Context: an optimization exercise on an open-source flow, tuned for small area. The choices shown serve that exercise and are no tape-out recipe. In this exercise RTL edits were held to simulation tests only and were not proved equivalent to the original. Power and IR drop assume default switching activity.

===== flow/config.mk =====
export PLATFORM = sky130hd
export DESIGN_NAME = ras
export DESIGN_NICKNAME = ras
export VERILOG_FILES = /design/flow/design.v
export SDC_FILE = /design/flow/constraint.sdc
export NUM_CORES = 4
export LEC_CHECK = 0
export CAP_MARGIN = 20
export CORE_MARGIN = 2
export CORE_UTILIZATION = 40
export SLEW_MARGIN = 20

===== flow/constraint.sdc =====
create_clock -name core_clock -period 4.0 [get_ports {clk_i}]
set_input_delay 0.8000 -clock core_clock [delete_from_list [all_inputs] [get_ports {clk_i}]]
set_output_delay 0.8000 -clock core_clock [all_outputs]
set_load 0.01 [all_outputs]

===== flow/design.v =====
module ras #(
	parameter DATA_WIDTH = 64,
	parameter DATA_DEPTH = 4
)(
	input  logic                  rst_ni,
	input  logic                  clk_i,
	input  logic                  bp_flush_i,
	input  logic                  ras_push_i,
	input  logic                  ras_pop_i,
	input  logic [DATA_WIDTH-1:0] ras_data_i,
	output logic                  ras_data_vld_o,
	output logic [DATA_WIDTH-1:0] ras_data_o
);
	logic [DATA_DEPTH-1:0] [DATA_WIDTH-1:0] data_d, data_q;
	logic [DATA_DEPTH-1:0] data_vld_d, data_vld_q;
	assign ras_data_vld_o = data_vld_q[0];
	assign ras_data_o     = data_q[0];
  always_comb begin
    data_d     = data_q;
    data_vld_d = data_vld_q;
    if(ras_push_i) begin
      data_vld_d[0]              = 1'b1;
      data_d[0]                  = ras_data_i;
      data_vld_d[DATA_DEPTH-1:1] = data_vld_q[DATA_DEPTH-2:0];
      data_d[DATA_DEPTH-1:1]     = data_q[DATA_DEPTH-2:0];
    end
    if(ras_pop_i) begin
      data_vld_d[DATA_DEPTH-1]   = 1'b0;
      data_d[DATA_DEPTH-1]       = '0;
      data_vld_d[DATA_DEPTH-2:0] = data_vld_q[DATA_DEPTH-1:1];
      data_d[DATA_DEPTH-2:0]     = data_q[DATA_DEPTH-1:1];
    end
    if(ras_push_i && ras_pop_i) begin
      data_vld_d    = data_vld_q;
      data_d        = data_q;
      data_vld_d[0] = 1'b1;
      data_d[0]     = ras_data_i;
    end
    if(bp_flush_i) begin
      data_d     = '0;
      data_vld_d = '0;
    end
  end
  always_ff @(posedge clk_i or negedge rst_ni) begin
    if(~rst_ni) begin
        data_vld_q <= '0;
        data_q     <= '0;
    end
    else begin
        data_vld_q <= data_vld_d;
        data_q     <= data_d;
    end
  end
endmodule

===== flow/run.sh =====
#!/bin/bash
# synth_recipe.tcl (not shown) runs the flow's synth.tcl, then flattens the netlist and writes it again
# the make line also repeats each setting of config.mk as NAME=value (left out here)
make -C /OpenROAD-flow-scripts/flow DESIGN_CONFIG=/design/flow/config.mk WORK_HOME=/design/flow/orfs CLKGATE_MAP_FILE= SYNTH_SCRIPT=/design/flow/synth_recipe.tcl finish

==> impl_metrics.tcl, run 1 <==
set metrics [dict create \
    cts_tree "yes" \
    wl_per_cell_um 17.97 \
    grt_max_degree 105 \
    synth.area.top_cells "dfrtp_1 53%, mux2i_1 16%, o22ai_1 6.5%" \
    diodes 0 \
    crit_path_max_fanout 3 \
    clock_latency_ns 0.53 \
    hp-class "input pin to async pin" \
    cp_cell_sequence "clkdlybuf4s50_1" \
    syn_to_final_growth_pct 16.28 \
    stdcell_count 1453 \
    finalHoldViolCount 0 \
    slowest_delay_ns 0.57 \
    min_period_ns 2.342 \
    grtUsageTotal_pct 15.98 \
    syn_nets 1082 \
    via_per_inst 5.396 \
    hold_buffers 0 \
    ctsResizeCount 0 \
    p_per_area_nw_per_um2 415.3 \
    dp_cells 1400 \
    routed_wirelength_mm 26.10 \
    cp.required_ns 3.20 \
    antenna_found_initial 1 \
    path_class "flip-flop to primary output" \
    grt_pass1_wl_mm 43.50 \
    seq_area_frac_synth_pct 52.68 \
    maxSlewViolCount 0 \
    core_um2 30510 \
    clk_path_buf_depth 3 \
    drive_above_1_share_pct 10.50 \
    syn_area_um2 12350 \
    finClkSkew_ns 0.008368 \
    firstDrtPassIters 5 \
    synth_top_area_share_pct 52.68 \
    grt.overflow.total 0 \
    final_cell_mix "260 x dfrtp_1, 196 x mux2i_1, 129 x o22ai_1, 129 x clkdlybuf4s50_1" \
    nFillCells 2759 \
    cp-start-kind "flip-flop" \
    ir_worst_vdd_uv 313.5 \
    cts-root-buf "clkbuf_16" \
    fin_util_pct 47.07 \
    netlist_instances 1013 \
    wl_met3_um 865 \
    path_clk_slew_ns 0.06 \
    status "no timing/DRC/antenna violations" \
    nets 1104 \
    clock_sinks 260 \
    fmax_ghz 0.4269 \
    rows 64 \
    start_util_pct 40.48 \
    wl_met2_mm 12.64 \
    crit_family "buffers and inverters" \
    critPathSlowestCell "clkdlybuf4s50_1" \
    gp_congestion 0.6922 \
    tns_ns 0 \
    worst_slew_pin_slew_ns 0.8395 \
    place_hpwl_mm 15.17 \
    drt_iter0_drc 447 \
    setup.worst_path.end_class "primary output" \
    vias 7841 \
    yosysTopAreaCell "dfrtp_1" \
    htreeDepth 1 \
    grt_pass1_vias 8467 \
    ios 134 \
    numPortBuffers 133 \
    wl_met1_mm 12.16 \
    maxCapViolCount 0 \
    fin_crit_sh_pct 58.56 \
    top_layer "met4" \
    synth_area_per_cell_um2 12.19 \
    remaining_drc_errors 0 \
    yosys_warnings 1 \
    path_buf_inv 1 \
    layout_commonest_cell "dfrtp_1" \
    leakagePower_nw 6.140 \
    setup_viol 0 \
    cts_buffers 29 \
    die-area_um2 32300 \
    relSlewSlack_pct 44.03 \
    die_w_um 179.7 \
    cp.arrival_ns 1.54 \
    rsz0062_at_grt "false" \
    ys_ff_latch 260 \
    detail-route-antenna-nets 0 \
    ys_types 22 \
    die_h_um 179.7 \
    postCtsSetupBuffers 0 \
]
-- logic make-up (layout without fill, tap and decap cells) --
| family | after synthesis | count (layout) | share of synthesized area (%) |
|---|---|---|---|
| AOI/OAI and AO/OA | 261 | 261 | 17.63 |
| xor gates and xnor gates | 1 | 1 | 0.07093 |
| buffers and inverters | 224 | 268 | 10.11 |
| DFF | 260 | 260 | 52.68 |
| muxes | 196 | 196 | 15.89 |
| and+or+nand+nor | 71 | 71 | 3.617 |
-- path summary, 6_finish.rpt --
kind	startpoint	to	slack [ns]	cells after the start
hold / removal	rst_ni	data_q[41]$_DFFE_PN0P_	0.31	1
setup reg to reg	data_q[103]$_DFFE_PN0P_	data_q[103]$_DFFE_PN0P_	3.07	2
max in group asynchronous	rst_ni	data_q[130]$_DFFE_PN0P_	2.71	2
hold reg to reg	data_q[230]$_DFFE_PN0P_	data_q[230]$_DFFE_PN0P_	0.55	2
min in group core_clock	data_q[230]$_DFFE_PN0P_	data_q[230]$_DFFE_PN0P_	0.55	2
setup / recovery	data_vld_q[0]$_DFFE_PN0P_	ras_data_vld_o	1.66	1
-- where the power goes --
| group | switching (mW) | internal [mW] | leakage (nW) |
|---|---|---|---|
| Combinational | 0.333 | 0.264 | 2.10 |
| Sequential | 0.0424 | 2.70 | 3.56 |
| Clock | 1.06 | 1.57 | 0.473 |
-- sequential cells by signal (all words and copies together) (netlist names) --
| name | count |
|---|---|
| data_vld_q | 4 |
| data_q | 256 |
-- layout make-up --
type	count	area [um^2]	share of cell area (%)
clock buffer	41	830.8	5.785
clock inverter	12	118.9	0.8277
inverter	66	247.7	1.725
multi-input combinational	529	4607	32.08
sequential	260	6506	45.31
tap	396	495.5	3.450
timing repair buffer	149	1554	10.82
-- cell usage after synthesis --
master       n
inv_2        1
buf_2       38
nand2_1      1
nor2b_1     64
nand2b_1     3
nand4bb_1    1
clkbuf_1    24
buf_1        6
buf_4       84
buf_6        6
o32ai_1     24
inv_1       65
dfrtp_1    260
xor2_1       1
or2_1        2
a21oi_1      1
o22ai_1    129
a211oi_1    65
a21boi_0     1
o32ai_2     40
o221ai_1     1
mux2i_1    196
-- per-stage QoR --
stage                     power, mW  cell area, um^2  setup slack [ns]  hold WS [ns]
after floorplan               3.159            12350             2.222        0.5044
after global placement        3.392            13410             1.191        0.5331
after detailed placement      3.394            13410             1.177        0.5406
after CTS                     6.045            14360             1.643        0.3623
after global routing          6.196            14360             1.622        0.3906
final                         5.964            14360             1.658        0.3072
-- routing by layer --
layer	global-route usage, %	vias to the layer above
met5	0	-
met3	2.431	31
li1	-	3728
met1	21.46	3974
met4	3.512	0
met2	27.39	108
==> run 2: changes to the inputs <==
==> flow/design.v (replaced) <==
module ras #(
	parameter DATA_WIDTH = 64,
	parameter DATA_DEPTH = 4
)(
	input  logic                  rst_ni,
	input  logic                  clk_i,
	input  logic                  bp_flush_i,
	input  logic                  ras_push_i,
	input  logic                  ras_pop_i,
	input  logic [DATA_WIDTH-1:0] ras_data_i,
	output logic                  ras_data_vld_o,
	output logic [DATA_WIDTH-1:0] ras_data_o
);
  logic [DATA_DEPTH-1:0] [DATA_WIDTH-1:0] data_d, data_q;
  logic [DATA_DEPTH-1:0] data_vld_d, data_vld_q;
  assign ras_data_vld_o = data_vld_q[0];
  assign ras_data_o     = data_q[0];
  logic sel_push, sel_pop, sel_hold, sel_in;
  assign sel_push = ras_push_i & ~ras_pop_i;    
  assign sel_pop  = ras_pop_i  & ~ras_push_i;   
  assign sel_hold = ~(sel_push | sel_pop);      
  assign sel_in   = ras_push_i;                 
  always_comb begin
    data_d[0] = ({DATA_WIDTH{sel_in}}                    & ras_data_i)
              | ({DATA_WIDTH{sel_pop}}                   & data_q[1])
              | ({DATA_WIDTH{~ras_push_i & ~ras_pop_i}}  & data_q[0]);
    for (int i = 1; i < DATA_DEPTH-1; i++) begin
      data_d[i] = ({DATA_WIDTH{sel_push}} & data_q[i-1])
                | ({DATA_WIDTH{sel_pop}}  & data_q[i+1])
                | ({DATA_WIDTH{sel_hold}} & data_q[i]);
    end
    data_d[DATA_DEPTH-1] = sel_push ? data_q[DATA_DEPTH-2] : data_q[DATA_DEPTH-1];
  end
  always_comb begin
    data_vld_d = data_vld_q;
    if (bp_flush_i) begin
      data_vld_d = '0;
    end else if (ras_push_i && ras_pop_i) begin
      data_vld_d[0] = 1'b1;
    end else if (ras_push_i) begin
      data_vld_d = {data_vld_q[DATA_DEPTH-2:0], 1'b1};
    end else if (ras_pop_i) begin
      data_vld_d = {1'b0, data_vld_q[DATA_DEPTH-1:1]};
    end
  end
  always_ff @(posedge clk_i) begin
    data_q <= data_d;
  end
  always_ff @(posedge clk_i or negedge rst_ni) begin
    if (~rst_ni) data_vld_q <= '0;
    else         data_vld_q <= data_vld_d;
  end
endmodule
--- a/flow/config.mk
+++ b/flow/config.mk
@@ -8,4 +8,6 @@
 export CAP_MARGIN = 20
 export CORE_MARGIN = 2
 export CORE_UTILIZATION = 40
+export CTS_BUF_LIST = sky130_fd_sc_hd__clkbuf_4
+export CTS_CLUSTER_SIZE = 20
 export SLEW_MARGIN = 20
==> impl_metrics.tcl, run 2 <==
set metrics [dict create \
    ios 134 \
    netlist_instances 919 \
    cts_buffers 69 \
    place_ws_ns 1.066 \
    finClkSkew_ns 0.03119 \
    p_per_area_nw_per_um2 551.7 \
    yosys.area_share.xor_xnor_pct 0 \
    syn_nets 992 \
    grt.overflow.total 0 \
    netSwitchingFraction_pct 26.13 \
    die_h_um 160.5 \
    remaining_drc_errors 0 \
    fin_ws_ns 1.578 \
    synthArstFlopShare_pct 1.538 \
    seq_area_um2 5866 \
    status "no timing/DRC/antenna violations" \
    largest_reg_flops 256 \
    top_register "data_q" \
    routed_wirelength_mm 20.43 \
    vias 6992 \
    cts_tree "yes" \
    whs_ns 0.3714 \
    maxSlewViolCount 0 \
    nets 1077 \
    rsz0062_at_grt "false" \
    synth_edf_count 64 \
    gp_congestion 0.7080 \
    ctsResizeCount 0 \
    fin_util_pct 48.73 \
    yosys_warnings 1 \
    critPathSlowestCell "clkdlybuf4s50_1" \
    cp_cell_sequence "clkdlybuf4s50_1" \
    start_util_pct 40.53 \
    multi_input_area_um2 2420 \
    yosys-top-cells-count "194 x inv_1, 192 x dfxtp_1, 128 x a22oi_1, 127 x o21ai_0, 65 x buf_4" \
    finalHoldViolCount 0 \
    relSlewSlack_pct 38.82 \
    synth_top_family_by_area "compound AO/OA/AOI/OAI gates" \
    die-area_um2 25760 \
    ir_worst_vdd_uv 264.4 \
    p_int_mw 4.801 \
    htreeDepth 3 \
    power_mw 6.499 \
    numPortBuffers 133 \
    die_w_um 160.5 \
    rows 57 \
    clk_path_buf_depth 3 \
    detail-route-antenna-nets 0 \
    crit_path_max_fanout 3 \
    sequentialPowerShare_pct 52.0 \
    min_period_ns 2.422 \
    grt_pass1_vias 6716 \
    final_cell_mix "194 x inv_1, 192 x dfxtp_1, 132 x clkdlybuf4s50_1" \
    fmax_ghz 0.4129 \
    syn_area_um2 9798 \
    drive_above_1_share_pct 12.17 \
    yosysTopAreaCell "dfxtp_1" \
    synth_flop_cell "dfxtp_1" \
    p_comb_share_pct 11.7 \
    stdcell_count 1387 \
    synth_most_common_cell "inv_1" \
    tns_ns 0 \
    r2r-start "data_q[13]$_DFF_P_" \
    startpoint "data_q[4]$_DFF_P_" \
    clock_latency_ns 0.64 \
    leakagePower_nw 4.862 \
    grt_pass1_wl_mm 33.66 \
    cp.arrival_ns 1.62 \
    setup_viol 0 \
    placed_area_um2 10860 \
    seq_area_frac_synth_pct 59.86 \
    synth_compound_area_share_pct 23.24 \
    path_buf_inv 1 \
    p_clk_share_pct 36.3 \
    slowest_delay_ns 0.57 \
    grtUsageTotal_pct 15.78 \
    postCtsSetupBuffers 0 \
    synth_top_area_share_pct 39.23 \
    fin_crit_sh_pct 60.55 \
    place_hpwl_mm 11.30 \
    cp-start-kind "flip-flop" \
    path_clk_slew_ns 0.07 \
    dp_cells 1257 \
    core_um2 24180 \
    ys_ff_latch 260 \
    synth_adder_area_share_pct 0.5108 \
    crit_family "buffers and inverters" \
    grt_max_degree 81 \
    ys_types 21 \
    maxCapViolCount 0 \
    via_per_inst 5.041 \
    syn_to_final_growth_pct 20.24 \
    layout_commonest_cell "inv_1" \
    synth_area_per_cell_um2 10.66 \
    synth-simple-area-share_pct 0.2554 \
    worst_slew_pin_slew_ns 0.9177 \
    wl_per_cell_um 14.73 \
    clock_sinks 260 \
    drt_iter0_drc 858 \
    cp.required_ns 3.20 \
    p_sw_mw 1.698 \
    reg_top3 "data_q: 256 flops, data_vld_q: 4 flops" \
    hold_buffers 0 \
    synthMuxAreaShare_pct 0.3065 \
    hp-class "input pin to async pin" \
    firstDrtPassIters 7 \
    fin_area_um2 11780 \
    path_class "flip-flop to primary output" \
    antenna_found_initial 1 \
    synth.area.top_cells "dfxtp_1 39%, edfxtp_1 20%, a22oi_1 9.8%" \
    cts-root-buf "clkbuf_4" \
    nFillCells 2216 \
    setup.worst_path.end_class "primary output" \
]
==> run 2: changes by cell type in the layout (fill, tap and decap cells not counted), sizes merged, moves of 129 or more <==
cell	before	now
o22ai	129	0
inv	67	198
dfxtp	0	192
mux2i	196	3
dfrtp	260	4
==> run 2: cells by family (layout without fill, tap and decap cells) <==
kind of cell | Yosys count | count (layout)
AO/OA/AOI/OAI | 325 | 325
flip-flops | 260 | 260
buffers and inverters | 322 | 463
AND/OR/NAND/NOR | 5 | 5
adder cells (fa/ha/maj) | 4 | 4
other | 0 | 3
multiplexers | 3 | 3
==> run 2: metal layers <==
layer	vias to the layer above	global-route usage, %	routed length (um)
li1	3441	-	-
met1	3289	20.86	9396
met2	222	24.08	9228
met3	40	5.243	1422
met4	0	5.979	383
met5	-	0	0
==> run 2: cell type report <==
type                    instances  share of cell area, %
repair buffers                142                  12.26
clock inverters                19                 0.8496
multi-input cells             337                  20.54
well taps                     324                  3.441
inverters                     194                  6.181
flip-flops and latches        260                  49.79
diodes                          3                0.06372
clock buffers                 108                  6.882
==> run 2: final timing paths <==
kind,cells after the start,slack [ns],end
min in group core_clock,0,0.45,data_q[192]$_DFFE_PN_
setup / recovery,1,1.58,ras_data_o[4]
max in group asynchronous,1,3.44,data_vld_q[3]$_DFFE_PN0P_
hold / removal,1,0.37,data_vld_q[0]$_DFFE_PN0P_
hold reg to reg,0,0.45,data_q[192]$_DFFE_PN_
setup reg to reg,2,3.13,data_q[13]$_DFF_P_
==> run 2: power groups by stage <==
| stage | registers (mW) | clock network, mW | logic [mW] |
|---|---|---|---|
| floorplan | 3.34 | 0 | 0.562 |
| global placement | 3.43 | 0 | 0.743 |
| detailed placement | 3.43 | 0 | 0.765 |
| CTS | 3.38 | 2.45 | 0.770 |
| global route | 3.43 | 2.59 | 0.861 |
| finish | 3.38 | 2.36 | 0.759 |
==> run 3: changes to the inputs <==
--- a/flow/config.mk
+++ b/flow/config.mk
@@ -8,6 +8,4 @@
 export CAP_MARGIN = 20
 export CORE_MARGIN = 2
 export CORE_UTILIZATION = 40
-export CTS_BUF_LIST = sky130_fd_sc_hd__clkbuf_4
-export CTS_CLUSTER_SIZE = 20
 export SLEW_MARGIN = 20
==> impl_metrics.tcl, run 3 <==
set metrics [dict create \
    status "no timing/DRC/antenna violations" \
    synth_top_area_share_pct 39.23 \
    ys_types 21 \
    clock_latency_ns 0.52 \
    setup.worst_path.end_class "flip-flop" \
    remaining_drc_errors 0 \
    synth_area_per_cell_um2 10.66 \
    yosysTopAreaCell "dfxtp_1" \
    cts_buffers 27 \
    regToRegSetupSlack_ns 3.15 \
    vias 6695 \
    postCtsSetupBuffers 0 \
    layout_commonest_cell "inv_1" \
    clk_path_buf_depth 3 \
    numPortBuffers 133 \
    rsz0062_at_grt "false" \
    clock_sinks 260 \
    r2r-start "data_q[76]$_DFF_P_" \
    maxCapViolCount 0 \
    relSlewSlack_pct 38.51 \
    die_h_um 160.5 \
    finClkSkew_ns 0.01369 \
    startpoint "ras_pop_i" \
    synthArstFlopShare_pct 1.538 \
    r2r_end "data_q[12]$_DFF_P_" \
    start_util_pct 40.53 \
    synth.area.top_cells "dfxtp_1 39%, edfxtp_1 20%, a22oi_1 9.8%" \
    leakagePower_nw 4.766 \
    grt_pass1_vias 6344 \
    cts_tree "yes" \
    yosys-top-cells-count "194 x inv_1, 192 x dfxtp_1, 128 x a22oi_1, 127 x o21ai_0, 65 x buf_4" \
    netlist_instances 919 \
    fin_crit_sh_pct 59.48 \
    antenna_found_initial 0 \
    placed_area_um2 10860 \
    ir_worst_vdd_uv 328.5 \
    synth_flop_cell "dfxtp_1" \
    rows 57 \
    fin_area_um2 11790 \
    grt_max_degree 81 \
    drt_iter0_drc 817 \
    rr_worst_depth 2 \
    maxSlewViolCount 0 \
    syn_nets 992 \
    path_class "input pin to flip-flop" \
    hp-start "data_q[128]$_DFF_P_" \
    gp_congestion 0.7080 \
    ys_ff_latch 260 \
    syn_to_final_growth_pct 20.28 \
    min_period_ns 2.379 \
    wl_per_cell_um 15.21 \
    diodes 0 \
    tns_ns 0 \
    yosys_warnings 1 \
    ctsResizeCount 0 \
    finalHoldViolCount 0 \
    busiest_layer "met2" \
    grt_use_met3_pct 3.461 \
    crit_path_max_fanout 67 \
    die-area_um2 25760 \
    ios 134 \
    grt_pass1_wl_mm 32.96 \
    cp-start-kind "input pin" \
    top_register "data_q" \
    routed_wirelength_mm 19.86 \
    via_per_inst 5.126 \
    reg_top3 "data_q: 256 flops, data_vld_q: 4 flops" \
    detail-route-antenna-nets 0 \
    synth_most_common_cell "inv_1" \
    dp_cells 1257 \
    seq_area_frac_synth_pct 59.86 \
    syn_area_um2 9798 \
    die_w_um 160.5 \
    core_um2 24180 \
    place_hpwl_mm 11.30 \
    path_clk_slew_ns 0.06 \
    grt.overflow.total 0 \
    drive_above_1_share_pct 6.008 \
    grtUsageTotal_pct 15.17 \
    cts-root-buf "clkbuf_16" \
    cp.required_ns 4.43 \
    whs_endpoint "data_q[192]$_DFFE_PN_" \
    worstHoldPathCells 0 \
    synth_edf_count 64 \
    grt_use_met2_pct 24.16 \
    hp-class "flip-flop to flip-flop" \
    p_per_area_nw_per_um2 566.8 \
    firstDrtPassIters 7 \
    largest_reg_flops 256 \
    met1_usage_pct 21.13 \
    fmax_ghz 0.4203 \
    hold_buffers 0 \
    worst_slew_pin_slew_ns 0.9223 \
    cp.arrival_ns 2.81 \
    nets 1035 \
    final_cell_mix "194 x inv_1, 192 x dfxtp_1, 132 x clkdlybuf4s50_1" \
    htreeDepth 1 \
    setup_viol 0 \
    stdcell_count 1306 \
]
-- run 3: cell count changes in the layout (fill, tap and decap cells not counted), moves of 3 or more --
cell | previous run | this run
inv_2 | 4 | 0
clkbuf_4 | 108 | 0
diode_2 | 3 | 0
clkbuf_1 | 0 | 4
clkbuf_16 | 0 | 29
clkinv_1 | 12 | 0
clkbuf_8 | 0 | 5
clkinv_2 | 2 | 6
-- run 3: logic make-up after synthesis --
| group | synth area share (%) |
|---|---|
| AOI/OAI and AO/OA | 23.24 |
| DFF | 59.86 |
| muxes | 0.3065 |
| adders and majority gates | 0.5108 |
| buffers and inverters | 15.82 |
| and+or+nand+nor | 0.2555 |
-- run 3: how the worst max path moves through the flow --
stage | slack [ns] | cells after the start | endpoint
3_3_place_gp | 1.16 | 5 | data_q[60]$_DFF_P_
6_report | 1.62 | 5 | data_q[179]$_DFF_P_
3_5_place_dp | 1.07 | 5 | data_q[120]$_DFF_P_
4_1_cts | 1.61 | 5 | data_q[120]$_DFF_P_
2_1_floorplan | 0.65 | 6 | data_q[100]$_DFF_P_
5_1_grt | 1.41 | 5 | data_q[120]$_DFF_P_
-- run 3: worst max-delay path, stage by stage --
cell and delay (ns):
clkdlybuf4s50_1 0.61, ha_4 0.69, buf_4 0.42, a22oi_1 0.14, o21ai_0 0.10
-- run 3: final cells by class --
cell class              count  area [um^2]
fillers                  2148        12390
flip-flops and latches    260         5866
multi-input cells         337         2420
repair buffers            142         1444
clock buffers              38        809.5
inverters                 194        728.2
well taps                 324        405.4
clock inverters            11        112.6
-- run 3: where the power goes --
part	switching, mW	internal [mW]	total [mW]
clock network	1.00	1.54	2.54
logic	0.357	0.401	0.758
registers	0.276	3.10	3.38
-- run 3: layer usage --
layer  share of wire, %  up-vias
li1                   -     3294
met1                 47     3211
met2                 46      159
met3                5.9       31
met4                1.8        0
met5                  0        -
-- run 3: stage by stage --
step | power, mW | setup WS (ns) | util (%) | hold WS [ns]
CTS | 6.760 | 1.609 | 48.75 | 0.4569
detailed placement | 4.200 | 1.066 | 44.93 | 0.4420
global placement | 4.171 | 1.156 | 44.93 | 0.4408
global route | 7.015 | 1.414 | 48.75 | 0.4713
floorplan | 3.905 | 0.6459 | - | 0.4306
finish | 6.680 | 1.621 | 48.75 | 0.4566
==> run 4: changes to the inputs <==
==> flow/flow/run.sh (new file) <==
#!/bin/bash
# Standard ORFS layout, with the smallest buffer on the ports and no CTS dummy loads.
set -euo pipefail
bash standard.sh \
  BUFFER_PORTS_ARGS="-buffer_cell sky130_fd_sc_hd__buf_1" \
  CTS_ARGS="-sink_clustering_enable -repair_clock_nets -sink_clustering_size 20 -buf_list sky130_fd_sc_hd__clkbuf_4 -dont_use_dummy_load" \
  finish > standard.log 2>&1
==> flow/standard.sh (new file) <==
#!/bin/bash
# synth_recipe.tcl (not shown) runs the flow's synth.tcl, then flattens the netlist and writes it again
# the make line also repeats each setting of config.mk as NAME=value (left out here)
make -C /OpenROAD-flow-scripts/flow DESIGN_CONFIG=/design/flow/config.mk WORK_HOME=/design/flow/orfs CLKGATE_MAP_FILE= SYNTH_SCRIPT=/design/flow/synth_recipe.tcl "${@:-finish}"
--- a/flow/config.mk
+++ b/flow/config.mk
@@ -8,4 +8,6 @@
 export CAP_MARGIN = 20
 export CORE_MARGIN = 2
 export CORE_UTILIZATION = 40
+export CTS_BUF_LIST = sky130_fd_sc_hd__clkbuf_4
+export CTS_CLUSTER_SIZE = 20
 export SLEW_MARGIN = 20
removed: flow/run.sh
==> impl_metrics.tcl, run 4 <==
set metrics [dict create \
    status "no timing/DRC/antenna violations" \
    synth_most_common_cell "inv_1" \
    fmax_ghz 0.5010 \
    synthArstFlopShare_pct 1.538 \
    postCtsSetupBuffers 0 \
    fin_crit_sh_pct 49.90 \
    grt_use_met2_pct 24.20 \
    numPortBuffers 133 \
    min_period_ns 1.996 \
    synth_compound_area_share_pct 23.24 \
    met1_usage_pct 19.82 \
    ys_ff_latch 260 \
    wl_per_cell_um 14.98 \
    worst_slew_pin_slew_ns 0.9113 \
    die_h_um 160.5 \
    crit_family "flip-flops" \
    rsz0062_at_grt "false" \
    tns_ns 0 \
    clock_latency_ns 0.62 \
    cp.required_ns 3.20 \
    place_hpwl_mm 11.14 \
    routed_wirelength_mm 19.94 \
    drt_iter0_drc 783 \
    ios 134 \
    firstDrtPassIters 8 \
    drive_above_1_share_pct 8.367 \
    cts_tree "yes" \
    syn_nets 992 \
    grt_use_met3_pct 5.010 \
    path_buf_inv 1 \
    cp.arrival_ns 1.20 \
    vias 6891 \
    netlist_instances 919 \
    fin_ws_ns 2.004 \
    grt_pass1_vias 6804 \
    synth_flop_cell "dfxtp_1" \
    path_clk_slew_ns 0.06 \
    synth_adder_area_share_pct 0.5108 \
    leakagePower_nw 4.281 \
    remaining_drc_errors 0 \
    die-area_um2 25760 \
    maxSlewViolCount 0 \
    top_register "data_q" \
    seq_area_frac_synth_pct 59.86 \
    cp_cell_sequence "buf_1" \
    ir_worst_vdd_uv 273.8 \
    cp-start-kind "flip-flop" \
    nets 1079 \
    whs_ns 0.3797 \
    htreeDepth 3 \
    grt_max_degree 88 \
    gp_congestion 0.6859 \
    layout_commonest_cell "inv_1" \
    start_util_pct 40.53 \
    hold_buffers 1 \
    synth_top_area_share_pct 39.23 \
    ys_types 21 \
    grt.overflow.total 0 \
    setup_viol 0 \
    syn_to_final_growth_pct 7.981 \
    finClkSkew_ns 0.04326 \
    yosys_warnings 1 \
    clk_path_buf_depth 3 \
    busiest_layer "met2" \
    synth_top_family_by_area "compound AO/OA/AOI/OAI gates" \
    final_cell_mix "194 x inv_1, 192 x dfxtp_1, 132 x buf_1" \
    maxCapViolCount 0 \
    synth-simple-area-share_pct 0.2554 \
    setup.worst_path.end_class "primary output" \
    cts-root-buf "clkbuf_4" \
    antenna_found_initial 1 \
    ctsResizeCount 0 \
    via_per_inst 5.177 \
    yosysTopAreaCell "dfxtp_1" \
    largest_reg_flops 256 \
    path_class "flip-flop to primary output" \
    critPathSlowestCell "dfxtp_1" \
    synth_edf_count 64 \
    grt_pass1_wl_mm 32.93 \
    hp-class "input pin to flip-flop" \
    slowest_delay_ns 0.37 \
    rows 57 \
    yosys.area_share.xor_xnor_pct 0 \
    stdcell_count 1331 \
    clock_sinks 260 \
    p_per_area_nw_per_um2 540.3 \
    relSlewSlack_pct 39.25 \
    synth_area_per_cell_um2 10.66 \
    reg_top3 "data_q: 256 flops, data_vld_q: 4 flops" \
    finalHoldViolCount 0 \
    dp_cells 1255 \
    detail-route-antenna-nets 0 \
    die_w_um 160.5 \
    crit_path_max_fanout 3 \
    syn_area_um2 9798 \
    synthMuxAreaShare_pct 0.3065 \
    yosys-top-cells-count "194 x inv_1, 192 x dfxtp_1, 128 x a22oi_1, 127 x o21ai_0, 65 x buf_4" \
    place_ws_ns 1.410 \
    grtUsageTotal_pct 15.43 \
    cts_buffers 72 \
    core_um2 24180 \
    synth.area.top_cells "dfxtp_1 39%, edfxtp_1 20%, a22oi_1 9.8%" \
]
## run 4: cell types whose count changed in the layout (fill, tap and decap cells not counted), sizes merged
cell | before | now
bufinv | 2 | 0
buf | 10 | 140
clkinvlp | 1 | 0
inv | 195 | 194
clkdlybuf4s50 | 132 | 0
diode | 0 | 3
clkbuf | 38 | 72
clkinv | 7 | 0
dlygate4sd3 | 0 | 1
## run 4: metal layers
| layer | vias to the layer above | part of all wire, % |
|---|---|---|
| met4 | 0 | 1.5 |
| met3 | 28 | 6.6 |
| met2 | 200 | 46 |
| met1 | 3286 | 46 |
| met5 | - | 0 |
| li1 | 3377 | - |
## run 4: worst min-delay path: stages
cell and delay [ns]:
buf_1 0.06, a222oi_1 0.05, inv_1 0.05
## run 4: power breakdown
| group | switching (mW) | leakage (nW) | internal (mW) |
|---|---|---|---|
| Clock | 0.903 | 0.331 | 0.816 |
| Combinational | 0.361 | 1.67 | 0.262 |
| Sequential | 0.268 | 2.28 | 3.11 |
## run 4: cell families after synthesis
kind of cell / Yosys count
fa+ha+maj: 4
simple gates: 5
flops: 260
compound gates: 325
buf+inv: 322
mux: 3
## run 4: through the flow
step           instance area, um^2  total power [mW]  util [%]
3_3_place_gp                 10020             4.022     41.45
3_5_place_dp                 10020             4.056     41.45
5_1_grt                      10580             6.092     43.76
6_report                     10580             5.717     43.76
2_1_floorplan                 9798             3.905         -
4_1_cts                      10570             5.816     43.73
## run 4: cell type report
| class | instances | area [um^2] |
|---|---|---|
| diodes | 3 | 7.507 |
| clock buffers | 72 | 540.5 |
| fillers | 2352 | 13600 |
| inverters | 194 | 728.2 |
| multi-input cells | 337 | 2420 |
| flip-flops and latches | 260 | 5866 |
| well taps | 324 | 405.4 |
| repair buffers | 141 | 613.1 |
## run 4: path summary, 6_finish.rpt
path / from / to / slack [ns] / cells after the start
min in group asynchronous: rst_ni / data_vld_q[0]$_DFFE_PN0P_ / 0.58 / 2
hold / removal: ras_data_i[21] / data_q[21]$_DFF_P_ / 0.38 / 3
hold reg to reg: data_q[153]$_DFF_P_ / data_q[217]$_DFFE_PN_ / 0.45 / 0
setup reg to reg: data_q[90]$_DFF_P_ / data_q[26]$_DFF_P_ / 3.16 / 2
max in group asynchronous: rst_ni / data_vld_q[2]$_DFFE_PN0P_ / 3.20 / 2
setup / recovery: data_q[0]$_DFF_P_ / ras_data_o[0] / 2.00 / 1
==> run 5: changes to the inputs <==
--- a/flow/design.v
+++ b/flow/design.v
@@ -20,17 +20,21 @@
   assign sel_pop  = ras_pop_i  & ~ras_push_i;   
   assign sel_hold = ~(sel_push | sel_pop);      
   assign sel_in   = ras_push_i;                 
-  always_comb begin
-    data_d[0] = ({DATA_WIDTH{sel_in}}                    & ras_data_i)
-              | ({DATA_WIDTH{sel_pop}}                   & data_q[1])
-              | ({DATA_WIDTH{~ras_push_i & ~ras_pop_i}}  & data_q[0]);
-    for (int i = 1; i < DATA_DEPTH-1; i++) begin
-      data_d[i] = ({DATA_WIDTH{sel_push}} & data_q[i-1])
-                | ({DATA_WIDTH{sel_pop}}  & data_q[i+1])
-                | ({DATA_WIDTH{sel_hold}} & data_q[i]);
-    end
-    data_d[DATA_DEPTH-1] = sel_push ? data_q[DATA_DEPTH-2] : data_q[DATA_DEPTH-1];
+  ras_sel3 #(.W(DATA_WIDTH)) u_sel_top (
+    .sa(sel_in),  .a(ras_data_i),
+    .sb(sel_pop), .b(data_q[1]),
+    .sc(~ras_push_i & ~ras_pop_i), .c(data_q[0]),
+    .y(data_d[0])
+  );
+  for (genvar i = 1; i < DATA_DEPTH-1; i++) begin : g_mid
+    ras_sel3 #(.W(DATA_WIDTH)) u_sel (
+      .sa(sel_push), .a(data_q[i-1]),
+      .sb(sel_pop),  .b(data_q[i+1]),
+      .sc(sel_hold), .c(data_q[i]),
+      .y(data_d[i])
+    );
   end
+  assign data_d[DATA_DEPTH-1] = sel_push ? data_q[DATA_DEPTH-2] : data_q[DATA_DEPTH-1];
   always_comb begin
     data_vld_d = data_vld_q;
     if (bp_flush_i) begin
@@ -51,3 +55,16 @@
     else         data_vld_q <= data_vld_d;
   end
 endmodule
+module ras_sel3 #(
+	parameter W = 64
+)(
+	input  logic         sa,
+	input  logic [W-1:0] a,
+	input  logic         sb,
+	input  logic [W-1:0] b,
+	input  logic         sc,
+	input  logic [W-1:0] c,
+	output logic [W-1:0] y
+);
+  assign y = ({W{sa}} & a) | ({W{sb}} & b) | ({W{sc}} & c);
+endmodule
==> flow/flow/run.sh (replaced) <==
#!/bin/bash
# Standard ORFS layout, with the smallest buffer on the ports and a clock tree
# of larger clusters and no dummy loads.
set -euo pipefail
bash standard.sh \
  BUFFER_PORTS_ARGS="-buffer_cell sky130_fd_sc_hd__buf_1" \
  CTS_ARGS="-sink_clustering_enable -repair_clock_nets -sink_clustering_size 20 -sink_clustering_max_diameter 200 -buf_list sky130_fd_sc_hd__clkbuf_8 -dont_use_dummy_load" \
  finish > standard.log 2>&1
--- a/flow/config.mk
+++ b/flow/config.mk
@@ -7,7 +7,7 @@
 export LEC_CHECK = 0
 export CAP_MARGIN = 20
 export CORE_MARGIN = 2
-export CORE_UTILIZATION = 40
-export CTS_BUF_LIST = sky130_fd_sc_hd__clkbuf_4
-export CTS_CLUSTER_SIZE = 20
+export CORE_UTILIZATION = 70
 export SLEW_MARGIN = 20
+export SYNTH_HIERARCHICAL = 1
+export SYNTH_MINIMUM_KEEP_SIZE = 0
==> impl_metrics.tcl, run 5 <==
set metrics [dict create \
    synth_edf_count 64 \
    hold_buffers 0 \
    grt_use_met2_pct 39.53 \
    ys_types 16 \
    rsz0062_at_grt "false" \
    grt_use_met3_pct 3.745 \
    gp_congestion 0.7160 \
    path_clk_slew_ns 0.12 \
    final_cell_mix "194 x inv_1, 192 x a222oi_1, 192 x dfxtp_1" \
    syn_to_final_growth_pct 0.9135 \
    leakagePower_nw 4.501 \
    detail-route-antenna-nets 0 \
    start_util_pct 70.88 \
    fmax_ghz 0.4043 \
    yosys-top-cells-count "195 x inv_1, 192 x a222oi_1, 192 x dfxtp_1, 64 x buf_4, 64 x edfxtp_1" \
    met1_usage_pct 33.13 \
    netlist_instances 791 \
    power_mw 5.101 \
    die-area_um2 14850 \
    cp.required_ns 4.18 \
    grt_pass1_wl_mm 28.82 \
    place_hpwl_mm 11.24 \
    die_h_um 121.9 \
    fin_crit_sh_pct 61.83 \
    postCtsSetupBuffers 0 \
    crit_top_cell "buf_4" \
    finalHoldViolCount 0 \
    slowest_delay_ns 0.69 \
    cts-root-buf "clkbuf_8" \
    synth_flop_cell "dfxtp_1" \
    worst_slew_pin_slew_ns 0.9097 \
    setup.worst_path.end_class "flip-flop" \
    yosysTopAreaCell "dfxtp_1" \
    placed_area_um2 9593 \
    min_period_ns 2.473 \
    drive_above_1_share_pct 4.237 \
    ios 134 \
    cp_cell_sequence "clkbuf_2 > buf_4 > ha_4 > buf_4" \
    fin_area_um2 9813 \
    firstDrtPassIters 8 \
    grtUsageTotal_pct 23.68 \
    r2r_end "data_q[98]$_DFF_P_" \
    rows 43 \
    grt.overflow.total 0 \
    wl_per_cell_um 18.22 \
    numPortBuffers 133 \
    nets 901 \
    clock_sinks 260 \
    syn_area_um2 9724 \
    hp-class "input pin to async pin" \
    via_per_inst 6.398 \
    regToRegSetupSlack_ns 3.08 \
    p_per_area_nw_per_um2 519.8 \
    top_register "data_q" \
    status "no timing/DRC/antenna violations" \
    tns_ns 0 \
    grt_max_degree 73 \
    grt_pass1_vias 5914 \
    multi_input_area_um2 2096 \
    path_class "input pin to flip-flop" \
    nFillCells 1036 \
    seq_area_frac_synth_pct 60.32 \
    ys_ff_latch 260 \
    clock_latency_ns 0.50 \
    finClkSkew_ns 0.01603 \
    synth.area.top_cells "dfxtp_1 40%, a222oi_1 20%, edfxtp_1 20%" \
    cp.arrival_ns 2.65 \
    synth_most_common_cell "inv_1" \
    cp-start-kind "input pin" \
    syn_nets 864 \
    drt_iter0_drc 1254 \
    die_w_um 121.9 \
    ctsResizeCount 0 \
    ir_worst_vdd_uv 315.4 \
    yosys_warnings 7 \
    crit_path_max_fanout 70 \
    htreeDepth 1 \
    cts_tree "yes" \
    busiest_layer "met2" \
    layout_commonest_cell "inv_1" \
    antenna_found_initial 0 \
    remaining_drc_errors 0 \
    r2r-start "data_q[34]$_DFF_P_" \
    clk_path_buf_depth 3 \
    seq_area_um2 5866 \
    synth_area_per_cell_um2 12.29 \
    rr_worst_depth 2 \
    relSlewSlack_pct 39.35 \
    synthArstFlopShare_pct 1.538 \
    routed_wirelength_mm 18.33 \
    maxSlewViolCount 0 \
    maxCapViolCount 0 \
    synth_top_area_share_pct 39.53 \
    cts_buffers 16 \
    vias 6436 \
    reg_top3 "data_q: 256 flops, data_vld_q: 4 flops" \
    core_um2 13720 \
    setup_viol 0 \
    diodes 0 \
    critPathSlowestCell "buf_4" \
    whs_ns 0.1006 \
    largest_reg_flops 256 \
]
run 5: changes by cell type in the layout (fill, tap and decap cells not counted), moves of 4 or more:
cell | before | now
a22oi_1 | 128 | 0
o21ai_0 | 127 | 0
buf_4 | 3 | 7
clkbuf_4 | 72 | 0
clkbuf_8 | 0 | 16
a222oi_1 | 64 | 192
run 5: per-layer routing:
layer	up-vias	share of wire, %
met1	3136	42
met4	0	1.1
met2	294	49
met5	-	0
li1	2990	-
met3	16	7.8
run 5: how the worst max path moves through the flow:
stage                          start               endpoint  slack, ns  cells after the start
after floorplan            ras_pop_i    data_q[100]$_DFF_P_       0.91                      6
after global placement    ras_push_i  data_q[221]$_DFFE_PP_       1.07                      4
after detailed placement  ras_push_i  data_q[217]$_DFFE_PP_       1.01                      4
after CTS                 ras_push_i  data_q[215]$_DFFE_PP_       1.57                      4
after global routing      ras_push_i     data_q[95]$_DFF_P_       1.42                      6
final                     ras_push_i  data_q[215]$_DFFE_PP_       1.53                      4
run 5: layout make-up:
| class | count | share of cell area, % |
|---|---|---|
| multi-input cells | 209 | 21.36 |
| repair buffers | 146 | 6.860 |
| inverters | 195 | 7.472 |
| clock buffers | 16 | 2.244 |
| well taps | 180 | 2.295 |
| flip-flops and latches | 260 | 59.77 |
run 5: cells by family (layout without fill, tap and decap cells):
logic type,Yosys count,count (layout),share of synthesized area [%]
mux,3,3,0.3088
fa+ha+maj,4,4,0.5147
compound gates,197,197,20.19
buf+inv,322,357,18.41
flops,260,260,60.32
simple gates,5,5,0.2574
run 5: report_power, final:
group | internal (mW) | total [mW] | leakage (nW) | switching, mW
sequential | 3.09 | 3.36 | 2.27 | 0.268
combinational | 0.296 | 0.658 | 2.11 | 0.362
clock | 0.365 | 1.08 | 0.115 | 0.716
run 5: critical path: cells and delay by family:
| kind | cells | cell delay (ns) |
|---|---|---|
| buffers and inverters | 3 | 1.20 |
| adder cells (fa/ha/maj) | 1 | 0.62 |
run 5: metrics by stage:
| stage | util, % | std cells | setup WS (ns) |
|---|---|---|---|
| 2_1_floorplan | - | 791 | 0.9119 |
| 5_1_grt | 71.53 | 1006 | 1.417 |
| 3_3_place_gp | 69.92 | 990 | 1.067 |
| 6_report | 71.53 | 1006 | 1.527 |
| 4_1_cts | 71.53 | 1006 | 1.565 |
| 3_5_place_dp | 69.92 | 990 | 1.013 |
==> run 6: changes to the inputs <==
==> flow/config.mk (replaced) <==
export PLATFORM = sky130hd
export DESIGN_NAME = ras
export DESIGN_NICKNAME = ras
export VERILOG_FILES = /design/flow/design.v
export SDC_FILE = /design/flow/constraint.sdc
export NUM_CORES = 4
export LEC_CHECK = 0
export CAP_MARGIN = 0
export CORE_MARGIN = 2
export CORE_UTILIZATION = 40
export GPL_TIMING_DRIVEN = 0
export SLEW_MARGIN = 0
export SYNTH_HIERARCHICAL = 1
export SYNTH_MINIMUM_KEEP_SIZE = 0
==> impl_metrics.tcl, run 6 <==
set metrics [dict create \
    status "no timing/DRC/antenna violations" \
    synth.area.top_cells "dfxtp_1 40%, a222oi_1 20%, edfxtp_1 20%" \
    netlist_instances 791 \
    cp-start-kind "input pin" \
    netSwitchingFraction_pct 27.11 \
    hp-class "input pin to async pin" \
    seq_area_frac_synth_pct 60.32 \
    p_clk_share_pct 21.3 \
    min_period_ns 2.215 \
    remaining_drc_errors 0 \
    synth_edf_count 64 \
    finClkSkew_ns 0.01948 \
    path_clk_slew_ns 0.11 \
    clock_sinks 260 \
    htreeDepth 1 \
    cts-root-buf "clkbuf_8" \
    path_class "input pin to flip-flop" \
    reg_top3 "data_q: 256 flops, data_vld_q: 4 flops" \
    maxSlewViolCount 0 \
    routed_wirelength_mm 22.46 \
    p_sw_mw 1.441 \
    numPortBuffers 133 \
    ys_ff_latch 260 \
    sequentialPowerShare_pct 63.3 \
    vias 6864 \
    synth_flop_cell "dfxtp_1" \
    antenna_found_initial 0 \
    syn_to_final_growth_pct 11.90 \
    p_per_area_nw_per_um2 488.5 \
    drive_above_1_share_pct 15.52 \
    yosys_warnings 7 \
    detail-route-antenna-nets 0 \
    p_int_mw 3.874 \
    cts_buffers 16 \
    via_per_inst 5.426 \
    place_ws_ns 1.226 \
    die_h_um 159.9 \
    maxCapViolCount 0 \
    ios 134 \
    grt.overflow.total 0 \
    place_hpwl_mm 14.35 \
    cp.required_ns 4.46 \
    grt_max_degree 35 \
    whs_ns 0.09746 \
    fmax_ghz 0.4515 \
    drt_iter0_drc 1228 \
    hold_buffers 0 \
    cts_tree "yes" \
    syn_nets 864 \
    die-area_um2 25570 \
    die_w_um 159.9 \
    leakagePower_nw 5.084 \
    cp.arrival_ns 2.67 \
    power_mw 5.316 \
    p_comb_share_pct 15.4 \
    synthArstFlopShare_pct 1.538 \
    relSlewSlack_pct 63.37 \
    diodes 0 \
    nets 1016 \
    postCtsSetupBuffers 0 \
    syn_area_um2 9724 \
    start_util_pct 40.34 \
    worst_slew_pin_slew_ns 0.5495 \
    synth_top_area_share_pct 39.53 \
    rows 57 \
    firstDrtPassIters 8 \
    top_register "data_q" \
    synth_area_per_cell_um2 12.29 \
    finalHoldViolCount 0 \
    wl_per_cell_um 17.75 \
    fin_ws_ns 1.785 \
    crit_path_max_fanout 34 \
    yosys-top-cells-count "195 x inv_1, 192 x a222oi_1, 192 x dfxtp_1, 64 x buf_4, 64 x edfxtp_1" \
    fin_crit_sh_pct 55.37 \
    grt_pass1_vias 6457 \
    core_um2 24110 \
    ctsResizeCount 0 \
    fin_util_pct 45.14 \
    clk_path_buf_depth 3 \
    yosysTopAreaCell "dfxtp_1" \
    grtUsageTotal_pct 16.92 \
    ys_types 16 \
    setup_viol 0 \
    layout_commonest_cell "inv_1" \
    synth_most_common_cell "inv_1" \
    final_cell_mix "195 x inv_1, 192 x a222oi_1, 192 x dfxtp_1" \
    largest_reg_flops 256 \
    clock_latency_ns 0.52 \
    grt_pass1_wl_mm 35.33 \
    gp_congestion 0.7498 \
    setup.worst_path.end_class "flip-flop" \
    ir_worst_vdd_uv 196.7 \
    rsz0062_at_grt "false" \
]
-- run 6: worst paths after layout --
check | start | end | slack [ns] | cells after the start
min | rst_ni | data_vld_q[0]$_DFFE_PN0P_ | 0.1 | 1
min in group core_clock | data_q[139]$_DFF_P_ | data_q[203]$_DFFE_PP_ | 0.45 | 0
max reg2reg | data_q[119]$_DFF_P_ | data_q[183]$_DFF_P_ | 3.11 | 2
max | ras_push_i | data_q[76]$_DFF_P_ | 1.79 | 7
max in group asynchronous | rst_ni | data_vld_q[2]$_DFFE_PN0P_ | 3.73 | 1
min reg2reg | data_q[139]$_DFF_P_ | data_q[203]$_DFFE_PP_ | 0.45 | 0
-- run 6: kinds of logic (layout without fill, tap and decap cells) --
group	count (synthesis)	count (layout)	synth area share (%)
compound gates	197	197	20.19
fa+ha+maj	4	4	0.5147
flops	260	260	60.32
simple gates	5	5	0.2574
mux	3	3	0.3088
buf+inv	322	472	18.41
-- run 6: layout make-up --
type | count | area, um^2
fill | 2300 | 13220
sequential | 260 | 5866
multi-input combinational | 209 | 2081
buffer | 127 | 1059
inverter | 195 | 732.0
timing repair buffer | 134 | 519.2
tap | 324 | 405.4
clock buffer | 16 | 220.2
-- run 6: layer usage --
layer	wire length [um]	track usage, %	vias up
met2	10320	27.17	264
met3	1752	2.234	20
met1	10090	24.64	3350
li1	-	-	3230
met4	293	3.358	0
met5	0	0	-
-- run 6: power by group through the flow --
| stage | combinational (mW) | clock (mW) | sequential (mW) |
|---|---|---|---|
| 6_report | 0.816 | 1.13 | 3.37 |
| 5_1_grt | 0.911 | 1.28 | 3.41 |
| 4_1_cts | 0.824 | 1.19 | 3.36 |
| 3_5_place_dp | 0.821 | 0 | 3.42 |
| 3_3_place_gp | 0.800 | 0 | 3.41 |
| 2_1_floorplan | 0.618 | 0 | 3.33 |
-- run 6: worst max-delay path: stages --
cell	delay, ns
buf_1	0.41
ha_4	0.58
buf_12	0.30
buf_6	0.23
buf_6	0.17
a222oi_1	0.11
inv_1	0.06
-- run 6: per-stage QoR --
stage / setup TNS (ns) / cell area, um^2 / instances
2_1_floorplan: 0 / 9724 / 791
3_3_place_gp: -107.16 / 10630 / 1248
3_5_place_dp: 0 / 10660 / 1249
4_1_cts: 0 / 10880 / 1265
5_1_grt: 0 / 10880 / 1265
6_report: 0 / 10880 / 1265
==> run 7: changes to the inputs <==
--- a/flow/config.mk
+++ b/flow/config.mk
@@ -8,7 +8,6 @@
 export CAP_MARGIN = 0
 export CORE_MARGIN = 2
 export CORE_UTILIZATION = 40
-export GPL_TIMING_DRIVEN = 0
 export SLEW_MARGIN = 0
 export SYNTH_HIERARCHICAL = 1
 export SYNTH_MINIMUM_KEEP_SIZE = 0
==> impl_metrics.tcl, run 7 <==
set metrics [dict create \
    relSlewSlack_pct 31.80 \
    routed_wirelength_mm 18.53 \
    synth_most_common_cell "inv_1" \
    nets 896 \
    ctsResizeCount 0 \
    cts_tree "yes" \
    yosys_warnings 7 \
    gp_congestion 0.6747 \
    detail-route-antenna-nets 0 \
    synth_flop_cell "dfxtp_1" \
    cp.arrival_ns 2.74 \
    grt_pass1_vias 5764 \
    path_class "input pin to flip-flop" \
    die-area_um2 25570 \
    seq_area_frac_synth_pct 60.32 \
    largest_reg_flops 256 \
    maxSlewViolCount 0 \
    postCtsSetupBuffers 0 \
    finalHoldViolCount 0 \
    ir_worst_vdd_uv 252.6 \
    status "no timing/DRC/antenna violations" \
    fin_crit_sh_pct 57.57 \
    place_hpwl_mm 10.66 \
    synth_top_family_by_area "compound AO/OA/AOI/OAI gates" \
    finClkSkew_ns 0.02554 \
    nFillCells 2366 \
    power_mw 5.126 \
    via_per_inst 5.566 \
    yosys-top-cells-count "195 x inv_1, 192 x a222oi_1, 192 x dfxtp_1, 64 x buf_4, 64 x edfxtp_1" \
    synth_compound_area_share_pct 20.19 \
    grt.overflow.total 0 \
    cp-start-kind "input pin" \
    hold_buffers 0 \
    setup.worst_path.end_class "flip-flop" \
    start_util_pct 40.34 \
    hp-class "input pin to async pin" \
    drive_above_1_share_pct 3.654 \
    syn_nets 864 \
    synth_adder_area_share_pct 0.5147 \
    netlist_instances 791 \
    yosysTopAreaCell "dfxtp_1" \
    diodes 0 \
    ys_ff_latch 260 \
    htreeDepth 1 \
    remaining_drc_errors 0 \
    cts-root-buf "clkbuf_8" \
    rsz0062_at_grt "false" \
    reg_top3 "data_q: 256 flops, data_vld_q: 4 flops" \
    drt_iter0_drc 1124 \
    synthMuxAreaShare_pct 0.3088 \
    leakagePower_nw 4.468 \
    synthArstFlopShare_pct 1.538 \
    placed_area_um2 9712 \
    wl_per_cell_um 16.18 \
    antenna_found_initial 0 \
    top_register "data_q" \
    grt_pass1_wl_mm 29.64 \
    synth_top_area_share_pct 39.53 \
    clock_sinks 260 \
    synth_edf_count 64 \
    firstDrtPassIters 9 \
    syn_to_final_growth_pct 2.136 \
    rows 57 \
    p_per_area_nw_per_um2 516.1 \
    synth_area_per_cell_um2 12.29 \
    setup_viol 0 \
    min_period_ns 2.303 \
    vias 6373 \
    ys_types 16 \
    tns_ns 0 \
    grtUsageTotal_pct 13.63 \
    core_um2 24110 \
    final_cell_mix "194 x inv_1, 192 x a222oi_1, 192 x dfxtp_1" \
    yosys.area_share.xor_xnor_pct 0 \
    worst_slew_pin_slew_ns 1.023 \
    clock_latency_ns 0.52 \
    maxCapViolCount 0 \
    cp.required_ns 4.44 \
    cts_buffers 16 \
    layout_commonest_cell "inv_1" \
    synth.area.top_cells "dfxtp_1 40%, a222oi_1 20%, edfxtp_1 20%" \
    die_h_um 159.9 \
    path_clk_slew_ns 0.12 \
    fmax_ghz 0.4343 \
    crit_path_max_fanout 84 \
    clk_path_buf_depth 3 \
    numPortBuffers 133 \
    syn_area_um2 9724 \
    grt_max_degree 107 \
    die_w_um 159.9 \
    synth-simple-area-share_pct 0.2573 \
    fin_area_um2 9932 \
    ios 134 \
]
-- run 7: cell counts after synthesis --
Identical to the previous run, type by type.
-- run 7: metrics by stage --
step,utilization [%],std cells,hold slack (ns),setup WS (ns)
after floorplan,-,791,0.4296,0.9119
after global placement,40.29,1129,0.4350,1.230
after detailed placement,40.29,1129,0.4439,1.195
after CTS,41.20,1145,0.06576,1.764
after global routing,41.20,1145,0.1046,1.590
final,41.20,1145,0.1040,1.697
-- run 7: path summary, 6_finish.rpt --
path,from,cells after the start,to,slack (ns)
setup / recovery,ras_push_i,6,data_q[153]$_DFF_P_,1.70
max in group asynchronous,rst_ni,1,data_vld_q[3]$_DFFE_PN0P_,3.72
hold reg to reg,data_q[135]$_DFF_P_,0,data_q[199]$_DFFE_PP_,0.47
min in group core_clock,data_q[135]$_DFF_P_,0,data_q[199]$_DFFE_PP_,0.47
setup reg to reg,data_q[89]$_DFF_P_,2,data_q[153]$_DFF_P_,3.11
hold / removal,rst_ni,1,data_vld_q[0]$_DFFE_PN0P_,0.10
-- run 7: cell type report --
cell class	instances	area (um^2)	share of cell area, %
clock buffer	16	220.2	2.217
inverter	195	734.5	7.395
multi-input combinational	209	2096	21.10
sequential	260	5866	59.06
tap	324	405.4	4.082
timing repair buffer	141	610.6	6.148
-- run 7: cells by family after synthesis --
kind of cell,Yosys count
mux,3
buf+inv,322
flops,260
simple gates,5
compound gates,197
fa+ha+maj,4
-- run 7: per-layer routing --
metal  vias to the layer above  track usage, %  part of all wire [%]
met1                      3138           20.03                    47
li1                       2985               -                     -
met4                         0           3.194                   1.5
met5                         -               0                     0
met2                       229           21.33                    45
met3                        21           1.948                   6.4
-- run 7: power breakdown --
part	internal [mW]	switching [mW]	total (mW)
Clock	0.366	0.757	1.12
Combinational	0.288	0.344	0.632
Sequential	3.09	0.277	3.37
-- run 7: worst max-delay path: stages --
cell	delay, ns
clkbuf_2	0.09
buf_4	0.65
ha_4	0.47
buf_12	0.36
a222oi_1	0.19
inv_1	0.10
==> run 8: changes to the inputs <==
--- a/flow/config.mk
+++ b/flow/config.mk
@@ -5,9 +5,9 @@
 export SDC_FILE = /design/flow/constraint.sdc
 export NUM_CORES = 4
 export LEC_CHECK = 0
-export CAP_MARGIN = 0
+export CAP_MARGIN = 20
 export CORE_MARGIN = 2
 export CORE_UTILIZATION = 40
-export SLEW_MARGIN = 0
+export SLEW_MARGIN = 20
 export SYNTH_HIERARCHICAL = 1
 export SYNTH_MINIMUM_KEEP_SIZE = 0
==> impl_metrics.tcl, run 8 <==
set metrics [dict create \
    yosys_warnings 7 \
    fin_util_pct 41.20 \
    detail-route-antenna-nets 0 \
    nets 896 \
    multi_input_area_um2 2096 \
    seq_area_frac_synth_pct 60.32 \
    synth_area_per_cell_um2 12.29 \
    synth_most_common_cell "inv_1" \
    clock_sinks 260 \
    grt_max_degree 107 \
    r2r-start "data_q[89]$_DFF_P_" \
    die_h_um 159.9 \
    finalHoldViolCount 0 \
    ctsResizeCount 0 \
    path_class "input pin to flip-flop" \
    slowest_delay_ns 0.65 \
    hp-class "input pin to async pin" \
    cts_buffers 16 \
    top_register "data_q" \
    critPathSlowestCell "buf_4" \
    synth_top_area_share_pct 39.53 \
    fin_crit_sh_pct 57.57 \
    core_um2 24110 \
    gp_congestion 0.6747 \
    syn_nets 864 \
    r2r_end "data_q[153]$_DFF_P_" \
    wl_met1_mm 8.682 \
    routed_wirelength_mm 18.53 \
    yosysTopAreaCell "dfxtp_1" \
    layout_commonest_cell "inv_1" \
    maxCapViolCount 0 \
    via_per_inst 5.566 \
    synth_edf_count 64 \
    regToRegSetupSlack_ns 3.11 \
    synth_flop_cell "dfxtp_1" \
    worst_slew_pin_slew_ns 1.023 \
    wl_met2_mm 8.383 \
    cp-start-kind "input pin" \
    cts-root-buf "clkbuf_8" \
    numPortBuffers 133 \
    vias 6373 \
    grt_pass1_vias 5764 \
    fmax_ghz 0.4343 \
    min_period_ns 2.303 \
    hold_buffers 0 \
    p_sw_mw 1.378 \
    yosys-top-cells-count "195 x inv_1, 192 x a222oi_1, 192 x dfxtp_1, 64 x buf_4, 64 x edfxtp_1" \
    htreeDepth 1 \
    drive_above_1_share_pct 3.654 \
    seq_area_um2 5866 \
    p_comb_share_pct 12.3 \
    cts_tree "yes" \
    sequentialPowerShare_pct 65.8 \
    setup_viol 0 \
    die-area_um2 25570 \
    cp.arrival_ns 2.74 \
    grt_pass1_wl_mm 29.64 \
    clk_path_buf_depth 3 \
    remaining_drc_errors 0 \
    reg_top3 "data_q: 256 flops, data_vld_q: 4 flops" \
    wl_met3_mm 1.189 \
    maxSlewViolCount 0 \
    rr_worst_depth 2 \
    firstDrtPassIters 9 \
    rsz0062_at_grt "false" \
    start_util_pct 40.34 \
    ir_worst_vdd_uv 252.6 \
    tns_ns 0 \
    netSwitchingFraction_pct 26.87 \
    nFillCells 2366 \
    path_clk_slew_ns 0.12 \
    setup.worst_path.end_class "flip-flop" \
    synth.area.top_cells "dfxtp_1 40%, a222oi_1 20%, edfxtp_1 20%" \
    finClkSkew_ns 0.02554 \
    startpoint "ras_push_i" \
    rows 57 \
    wl_per_cell_um 16.18 \
    grtUsageTotal_pct 13.63 \
    place_hpwl_mm 10.66 \
    p_clk_share_pct 21.9 \
    netlist_instances 791 \
    diodes 0 \
    ios 134 \
    final_cell_mix "194 x inv_1, 192 x a222oi_1, 192 x dfxtp_1" \
    drt_iter0_drc 1124 \
    ys_ff_latch 260 \
    relSlewSlack_pct 31.80 \
    p_int_mw 3.748 \
    cp.required_ns 4.44 \
    postCtsSetupBuffers 0 \
    clock_latency_ns 0.52 \
    cp_cell_sequence "clkbuf_2 > buf_4 > ha_4 > buf_12 > a222oi_1 > inv_1" \
    largest_reg_flops 256 \
    antenna_found_initial 0 \
    p_per_area_nw_per_um2 516.1 \
    ys_types 16 \
    syn_to_final_growth_pct 2.136 \
    synthArstFlopShare_pct 1.538 \
    syn_area_um2 9724 \
    top_layer "met4" \
    die_w_um 159.9 \
    status "no timing/DRC/antenna violations" \
    leakagePower_nw 4.468 \
    grt.overflow.total 0 \
    crit_path_max_fanout 84 \
]
## run 8: worst max-delay path by stage
stage | endpoint | slack, ns | cells after the start
2_1_floorplan | data_q[100]$_DFF_P_ | 0.91 | 6
3_3_place_gp | data_q[233]$_DFFE_PP_ | 1.23 | 4
3_5_place_dp | data_q[228]$_DFFE_PP_ | 1.20 | 4
4_1_cts | data_q[155]$_DFF_P_ | 1.76 | 6
5_1_grt | data_q[83]$_DFF_P_ | 1.59 | 6
6_report | data_q[153]$_DFF_P_ | 1.70 | 6
## run 8: layer usage
layer / GRT usage, % / up-vias
li1: - / 2985
met1: 20.03 / 3138
met2: 21.33 / 229
met3: 1.948 / 21
met4: 3.194 / 0
met5: 0 / -
## run 8: metrics by stage
step | setup WS, ns | total power [mW] | hold slack (ns) | area [um^2] | std cells
2_1_floorplan | 0.9119 | 3.952 | 0.4296 | 9724 | 791
3_3_place_gp | 1.230 | 4.032 | 0.4350 | 9712 | 1129
3_5_place_dp | 1.195 | 4.068 | 0.4439 | 9712 | 1129
4_1_cts | 1.764 | 5.208 | 0.06576 | 9932 | 1145
5_1_grt | 1.590 | 5.416 | 0.1046 | 9932 | 1145
6_report | 1.697 | 5.126 | 0.1040 | 9932 | 1145
## run 8: critical path, delay by kind of cell
kind	cells	cell delay (ns)
compound gates	1	0.19
fa+ha+maj	1	0.47
buf+inv	4	1.20
## run 8: power by group through the flow
stage	registers [mW]	clock network [mW]	logic [mW]
2_1_floorplan	3.33	0	0.618
3_3_place_gp	3.41	0	0.618
3_5_place_dp	3.43	0	0.638
4_1_cts	3.37	1.20	0.638
5_1_grt	3.42	1.28	0.715
6_report	3.37	1.12	0.632
## run 8: cell type report
| type | instances | share of cell area [%] |
|---|---|---|
| inverters | 195 | 7.395 |
| well taps | 324 | 4.082 |
| repair buffers | 141 | 6.148 |
| flip-flops and latches | 260 | 59.06 |
| multi-input cells | 209 | 21.10 |
| clock buffers | 16 | 2.217 |
## run 8: cells by family (layout without fill, tap and decap cells)
kind of cell,after synthesis,after routing,share of synthesized area (%)
simple gates,5,5,0.2574
buf+inv,322,352,18.41
compound gates,197,197,20.19
fa+ha+maj,4,4,0.5147
flops,260,260,60.32
mux,3,3,0.3088
==> run 9: changes to the inputs <==
==> flow/flow/run.sh (replaced) <==
#!/bin/bash
# Standard ORFS layout, with the smallest buffer on the ports, a clock tree
# of larger clusters and no dummy loads, and no large buffers after synthesis.
set -euo pipefail
PLATFORM_DONT_USE="$(make -s -C "$FLOW_HOME" DESIGN_CONFIG="$PWD/config.mk" WORK_HOME="$PWD/orfs" print-DONT_USE_CELLS | sed -n 's/^DONT_USE_CELLS: //p')"
EXTRA_DONT_USE="sky130_fd_sc_hd__buf_8 sky130_fd_sc_hd__buf_12 sky130_fd_sc_hd__buf_16 sky130_fd_sc_hd__bufbuf_8 sky130_fd_sc_hd__bufbuf_16 sky130_fd_sc_hd__inv_8 sky130_fd_sc_hd__inv_12 sky130_fd_sc_hd__inv_16 sky130_fd_sc_hd__ha_2 sky130_fd_sc_hd__ha_4 sky130_fd_sc_hd__bufinv_8 sky130_fd_sc_hd__bufinv_16"
bash standard.sh synth > synth.log 2>&1
bash standard.sh \
  DONT_USE_CELLS="$PLATFORM_DONT_USE $EXTRA_DONT_USE" \
  BUFFER_PORTS_ARGS="-buffer_cell sky130_fd_sc_hd__buf_1" \
  CTS_ARGS="-sink_clustering_enable -repair_clock_nets -sink_clustering_size 20 -sink_clustering_max_diameter 200 -buf_list sky130_fd_sc_hd__clkbuf_8 -dont_use_dummy_load" \
  finish > standard.log 2>&1
==> impl_metrics.tcl, run 9 <==
set metrics [dict create \
    status "no timing/DRC/antenna violations" \
    clock_latency_ns 0.51 \
    place_hpwl_mm 11.50 \
    clock_sinks 260 \
    ir_worst_vdd_uv 315.1 \
    grtUsageTotal_pct 13.92 \
    netSwitchingFraction_pct 26.67 \
    startpoint "ras_pop_i" \
    synthArstFlopShare_pct 1.538 \
    htreeDepth 1 \
    vias 6419 \
    ios 134 \
    nets 911 \
    die-area_um2 25570 \
    grt.overflow.total 0 \
    synth-simple-area-share_pct 0.2573 \
    clk_path_buf_depth 3 \
    synth_area_per_cell_um2 12.29 \
    place_ws_ns 1.343 \
    diodes 0 \
    hp-class "input pin to async pin" \
    syn_nets 864 \
    p_clk_share_pct 21.7 \
    remaining_drc_errors 0 \
    tns_ns 0 \
    p_per_area_nw_per_um2 514.1 \
    maxSlewViolCount 0 \
    cts_buffers 16 \
    setup.worst_path.end_class "flip-flop" \
    grt_max_degree 70 \
    layout_commonest_cell "inv_1" \
    setup_viol 0 \
    reg_top3 "data_q: 256 flops, data_vld_q: 4 flops" \
    start_util_pct 40.34 \
    seq_area_frac_synth_pct 60.32 \
    fin_crit_sh_pct 52.56 \
    antenna_found_initial 0 \
    placed_area_um2 9714 \
    ys_ff_latch 260 \
    postCtsSetupBuffers 0 \
    yosys.area_share.xor_xnor_pct 0 \
    via_per_inst 5.534 \
    p_comb_share_pct 12.4 \
    crit_path_max_fanout 18 \
    cts_tree "yes" \
    synth_compound_area_share_pct 20.19 \
    synth.area.top_cells "dfxtp_1 40%, a222oi_1 20%, edfxtp_1 20%" \
    yosys-top-cells-count "195 x inv_1, 192 x a222oi_1, 192 x dfxtp_1, 64 x buf_4, 64 x edfxtp_1" \
    synth_top_family_by_area "compound AO/OA/AOI/OAI gates" \
    dp_cells 1144 \
    routed_wirelength_mm 18.99 \
    synth_flop_cell "dfxtp_1" \
    grt_pass1_wl_mm 30.13 \
    finalHoldViolCount 0 \
    firstDrtPassIters 9 \
    syn_to_final_growth_pct 2.162 \
    finClkSkew_ns 0.01417 \
    die_h_um 159.9 \
    synth_adder_area_share_pct 0.5147 \
    worst_slew_pin_slew_ns 0.8473 \
    core_um2 24110 \
    r2r-start "data_q[12]$_DFF_P_" \
    fin_util_pct 41.21 \
    final_cell_mix "194 x inv_1, 192 x a222oi_1, 192 x dfxtp_1" \
    synthMuxAreaShare_pct 0.3088 \
    cp.required_ns 4.44 \
    fin_ws_ns 1.898 \
    hold_buffers 0 \
    ys_types 16 \
    p_sw_mw 1.362 \
    path_clk_slew_ns 0.12 \
    leakagePower_nw 4.523 \
    synth_most_common_cell "inv_1" \
    top_register "data_q" \
    maxCapViolCount 0 \
    gp_congestion 0.7013 \
    netlist_instances 791 \
    die_w_um 159.9 \
    min_period_ns 2.102 \
    wl_per_cell_um 16.37 \
    grt_pass1_vias 5877 \
    drive_above_1_share_pct 5.024 \
    cp-start-kind "input pin" \
    fin_area_um2 9935 \
    numPortBuffers 133 \
    rsz0062_at_grt "false" \
    syn_area_um2 9724 \
    detail-route-antenna-nets 0 \
    largest_reg_flops 256 \
    relSlewSlack_pct 43.51 \
    synth_edf_count 64 \
    cts-root-buf "clkbuf_8" \
    fmax_ghz 0.4757 \
    rows 57 \
    cp.arrival_ns 2.55 \
    p_int_mw 3.745 \
    stdcell_count 1160 \
    yosys_warnings 7 \
    ctsResizeCount 0 \
    synth_top_area_share_pct 39.53 \
    sequentialPowerShare_pct 65.9 \
    drt_iter0_drc 1137 \
    yosysTopAreaCell "dfxtp_1" \
    path_class "input pin to flip-flop" \
]
==> run 9: cell counts after synthesis <==
Identical to the previous run, type by type.
==> run 9: final timing paths <==
| check | end | slack (ns) | cells past startpoint |
|---|---|---|---|
| hold reg to reg | data_q[236]$_DFFE_PP_ | 0.47 | 0 |
| setup reg to reg | data_q[76]$_DFF_P_ | 3.11 | 2 |
| setup / recovery | data_q[45]$_DFF_P_ | 1.90 | 6 |
| max in group asynchronous | data_vld_q[3]$_DFFE_PN0P_ | 3.72 | 1 |
| min in group core_clock | data_q[236]$_DFFE_PP_ | 0.47 | 0 |
| hold / removal | data_vld_q[0]$_DFFE_PN0P_ | 0.09 | 1 |
==> run 9: cell families (layout without fill, tap and decap cells) <==
logic type,after synthesis,after routing
adders and majority gates,4,4
DFF,260,260
muxes,3,3
AOI/OAI and AO/OA,197,197
and+or+nand+nor,5,5
buffers and inverters,322,367
==> run 9: area by class of cell <==
cell class                 count  area (um^2)
fill                        2357        14170
sequential                   260         5866
multi-input combinational    209         2068
inverter                     195        734.5
timing repair buffer         156        640.6
tap                          324        405.4
clock buffer                  16        220.2
==> run 9: worst max-delay path, cell delays in order <==
cell,delay (ns)
buf_1,0.19
ha_1,0.64
buf_4,0.37
buf_2,0.31
a222oi_1,0.13
inv_1,0.10
==> run 9: power by group through the flow <==
stage	Clock [mW]	Combinational, mW	Sequential, mW
final	1.11	0.633	3.37
after global routing	1.27	0.715	3.42
after CTS	1.18	0.641	3.37
after detailed placement	0	0.640	3.43
after global placement	0	0.621	3.41
after floorplan	0	0.618	3.33
==> run 9: layer usage <==
layer / global-route usage (%) / wire length (um) / part of all wire, %
met5: 0 / 0 / 0
met4: 3.276 / 263 / 1.4
met3: 2.156 / 1139 / 6.0
met2: 22.85 / 8764 / 46
met1: 19.45 / 8823 / 46
==> run 9: through the flow <==
stage          hold WS [ns]  power, mW
2_1_floorplan        0.4296      3.952
3_3_place_gp         0.4324      4.032
3_5_place_dp         0.4445      4.066
4_1_cts             0.05515      5.189
5_1_grt             0.06368      5.400
6_report            0.09499      5.107
